Background: an optimization exercise with open tools, aiming at small area and a short achievable clock period. Do not read the settings as production practice. Function was checked by simulation only, so behaviour that the tests miss may differ from the original.

==> inputs of job 3356 <==
==> flow/design.v (excerpt) <==
module mapper_lrn #(
    parameter N_WIDTH = 2,     
    parameter M_WIDTH = 10,     
    parameter E_WIDTH = 6,     
    parameter F_WIDTH = 6,     
    parameter V_WIDTH = 2,     
    parameter ADDR_BUS_WIDTH = 20,     
    parameter DATA_WIDTH     = 16,     
    parameter ROW_MAJOR      = 1      
)(
    input  logic                             core_clk,                
    input  logic                             reset,                   
    input  logic                             start_normalization,     
    input  logic [N_WIDTH- 1 : 0]            dim4,                    
    input  logic [M_WIDTH- 1 : 0]            dim3,                    
    input  logic [E_WIDTH- 1 : 0]            dim2,                    
    input  logic [F_WIDTH- 1 : 0]            dim1,                    
    input  logic [V_WIDTH- 1 : 0]            padding_num,             
    input  logic                             normalized_window,    
    input  logic                             full_flag,               
    input  logic                             div_out_valid,           
    output logic [ADDR_BUS_WIDTH - 1 : 0]    r_addr,                  
    output logic                             r_enable,                
    output logic [ADDR_BUS_WIDTH - 1 : 0]    w_addr,                  
    output logic                             w_enable,                
    output logic                             normalized_layer         
);
==> flow/config.mk <==
export PLATFORM = sky130hd
export DESIGN_NAME = mapper_lrn
export DESIGN_NICKNAME = mapper_lrn
export VERILOG_FILES = /design/flow/design.v
export SDC_FILE = /design/flow/constraint.sdc
export NUM_CORES = 4
export LEC_CHECK = 0
export CAP_MARGIN = 20
export CORE_MARGIN = 2
export CORE_UTILIZATION = 40
export CTS_BUF_LIST = sky130_fd_sc_hd__clkbuf_8
export PLACE_DENSITY = 0.7
export SETUP_SLACK_MARGIN = 3.5
export SLEW_MARGIN = 20
export SYNTH_HIERARCHICAL = 1
export SYNTH_MINIMUM_KEEP_SIZE = 0
==> flow/constraint.sdc <==
create_clock -name core_clock -period 20.0 [get_ports {core_clk}]
set_input_delay 4.0000 -clock core_clock [delete_from_list [all_inputs] [get_ports {core_clk}]]
set_output_delay 4.0000 -clock core_clock [all_outputs]
set_load 0.01 [all_outputs]
standard.sh (not shown) runs the stock make flow with config.mk's settings and CLKGATE_MAP_FILE= SYNTH_SCRIPT=/design/flow/synth_recipe.tcl, a recipe that flattens the netlist after the stock synthesis.
==> flow/flow/run.sh <==
#!/bin/bash
set -euo pipefail
bash standard.sh BUFFER_PORTS_ARGS="-buffer_cell sky130_fd_sc_hd__buf_1" finish > standard.log 2>&1
==> job 7840 (differences from job 3356) <==
- CORE_UTILIZATION: 40 -> 50
- PLACE_DENSITY: 0.7 -> not set
==> job 8440 (differences from job 3356) <==
- PLACE_DENSITY: 0.7 -> not set
==> job 3469 (differences from job 3356) <==
==> flow/flow/run.sh (replaced) <==
#!/bin/bash
set -euo pipefail
bash standard.sh BUFFER_PORTS_ARGS="-buffer_cell sky130_fd_sc_hd__buf_2" finish > standard.log 2>&1
- CTS_BUF_LIST: sky130_fd_sc_hd__clkbuf_8 -> not set
- PLACE_DENSITY: 0.7 -> not set
- SETUP_SLACK_MARGIN: 3.5 -> 4
==> run notes <==
- Job 7840 passed the timing, DRC and antenna checks. Job 3469 passed the timing, DRC and antenna checks. Job 3356 finished clean. Job 8440 completed with no timing, DRC or antenna violations.
- In job 7840 the maximum frequency is higher than in job 3356, by 0.67%.
- Between job 7840 and job 8440, the lower wire length is in job 7840 (gap about 1%, measured against job 8440).
- Die area is the same in job 3356 and job 3469.
- Between job 3469 and job 3356, the lower first-iteration DRC count is in job 3469 (gap about 4.5%, measured against job 3356).
- The highest clock skew belongs to job 7840, the lowest to job 3469.
- Worst setup slack: job 3469 > job 8440 > job 7840 > job 3356.

---

==> v25: inputs <==
Another version of the RTL of mapper_lrn (not shown whole).
// mapper_lrn
module mapper_lrn #(
    parameter N_WIDTH = 2,     
    parameter M_WIDTH = 10,     
    parameter E_WIDTH = 6,     
    parameter F_WIDTH = 6,     
    parameter V_WIDTH = 2,     
    parameter ADDR_BUS_WIDTH = 20,     
    parameter DATA_WIDTH     = 16,     
    parameter ROW_MAJOR      = 1      
)(
    input  logic                             core_clk,                
    input  logic                             reset,                   
    input  logic                             start_normalization,     
    input  logic [N_WIDTH- 1 : 0]            dim4,                    
    input  logic [M_WIDTH- 1 : 0]            dim3,                    
    input  logic [E_WIDTH- 1 : 0]            dim2,                    
    input  logic [F_WIDTH- 1 : 0]            dim1,                    
    input  logic [V_WIDTH- 1 : 0]            padding_num,             
    input  logic                             normalized_window,    
    input  logic                             full_flag,               
    input  logic                             div_out_valid,           
    output logic [ADDR_BUS_WIDTH - 1 : 0]    r_addr,                  
    output logic                             r_enable,                
  ...
Settings: LEC_CHECK=0, CAP_MARGIN=20, CORE_MARGIN=2, CORE_UTILIZATION=40, SETUP_SLACK_MARGIN=5, SLEW_MARGIN=20, SYNTH_HIERARCHICAL=1, SYNTH_MINIMUM_KEEP_SIZE=0; clock period 20.0 ns.
run.sh (not shown) runs the stock make flow with config.mk's settings and CLKGATE_MAP_FILE= SYNTH_SCRIPT=/design/flow/synth_recipe.tcl, a recipe that flattens the netlist after the stock synthesis.
Stock flow here: none of the scripts above is used.
==> v27 (differences from v25) <==
--- a/flow/config.mk
+++ b/flow/config.mk
@@ -10,3 +10,2 @@
 export CORE_UTILIZATION = 40
-export SETUP_SLACK_MARGIN = 5
 export SLEW_MARGIN = 20
==> v4 (differences from v25) <==
==> flow/flow/run.sh (new file) <==
#!/bin/bash
set -euo pipefail
bash standard.sh BUFFER_PORTS_ARGS="-buffer_cell sky130_fd_sc_hd__buf_2" finish > standard.log 2>&1
==> flow/standard.sh (new file) <==
#!/bin/bash
# synth_recipe.tcl (not shown) runs the flow's synth.tcl, then flattens the netlist and writes it again
# the make line also repeats each setting of config.mk as NAME=value (left out here)
make -C /OpenROAD-flow-scripts/flow DESIGN_CONFIG=/design/flow/config.mk WORK_HOME=/design/flow/orfs CLKGATE_MAP_FILE= SYNTH_SCRIPT=/design/flow/synth_recipe.tcl "${@:-finish}"
--- a/flow/config.mk
+++ b/flow/config.mk
@@ -9,4 +9,5 @@
 export CORE_MARGIN = 2
-export CORE_UTILIZATION = 40
-export SETUP_SLACK_MARGIN = 5
+export CORE_UTILIZATION = 60
+export CTS_BUF_LIST = sky130_fd_sc_hd__clkbuf_8
+export SETUP_SLACK_MARGIN = 4
 export SLEW_MARGIN = 20
removed: flow/run.sh
==> qor summary <==
Run status: v27 complete, no violations; v4 complete, no violations; v25 complete, no violations
Slew at the pin with the worst max-slew slack: v27 1120 ps; v4 1000 ps; v25 1020 ps
Die boundary width: v27 236 um; v4 194 um; v25 236 um
End of the worst register-to-register path: v27 normalized_pixels_count[19]; v4 normalized_pixels_count[14]; v25 normalized_pixels_count[8]
Reg-to-Reg Start: v27 normalized_pixels_count[2]; v4 normalized_pixels_count[2]; v25 normalized_pixels_count[1]
Number of optimization iterations in the first detailed-route pass: v27 5; v4 6; v25 5
Relative slew margins: v27 25.3%; v4 33.0%; v25 31.4%
Final hold slack: v27 507 ps; v4 495 ps; v25 489 ps
Crit path to: v27 w_addr[19]; v4 w_addr[16]; v25 w_addr[16]
Multi-input combinational cell area: v27 0.0186 sq mm; v4 0.0193 sq mm; v25 0.0197 sq mm
Area after detailed placement: v27 0.0227 sq mm; v4 0.0221 sq mm; v25 0.0229 sq mm
Starting density of the core: v27 40.3%; v4 60.9%; v25 40.3%
Non-filler instance count after layout: v27 2885; v4 2712; v25 2989
Clock root cell: v27 sky130_fd_sc_hd__clkbuf_16; v4 sky130_fd_sc_hd__clkbuf_8; v25 sky130_fd_sc_hd__clkbuf_16

-- port drivers added, routing unchanged --
How much do the figures lean on ideal ports? The routed layouts below were timed once more, with nothing changed but the port constraints.
Step 1 assumes that a clkbuf_16 drives the clock port and a buf_2 every other input.
Step 2 moves the port delays by t, midway between the first and last clock arrival at a register: inputs arrive t later, outputs are due t later. That takes back most of the time a late clock gives input paths.
Three values: ideal, step 1, step 2; two values: the first two.
run	shift t [ns]	setup WS [ns]	worst hold slack (ns)	pins driven straight from the clock port
job 3356	0.413	3.692 / 3.651 / 3.651	0.489 / 0.489 / 0.489	1
job 7840	0.421	3.801 / 3.777 / 3.777	0.482 / 0.482 / 0.482	1
job 8440	0.427	3.867 / 3.826 / 3.826	0.486 / 0.486 / 0.486	1
job 3469	0.402	4.043 / 3.974 / 3.974	0.480 / 0.480 / 0.480	1
v25	0.401	4.288 / 4.216 / 4.216	0.489 / 0.489 / 0.489	1
v27	0.400	1.616 / 1.583 / 1.583	0.507 / 0.507 / 0.507	1
v4	0.405	4.087 / 4.020 / 4.020	0.495 / 0.495 / 0.495	1
After both steps setup and hold are still met in every run listed. The setup slack of v25, which loses most, moves by -0.072 ns with the drivers and by -0.072 ns with both steps.
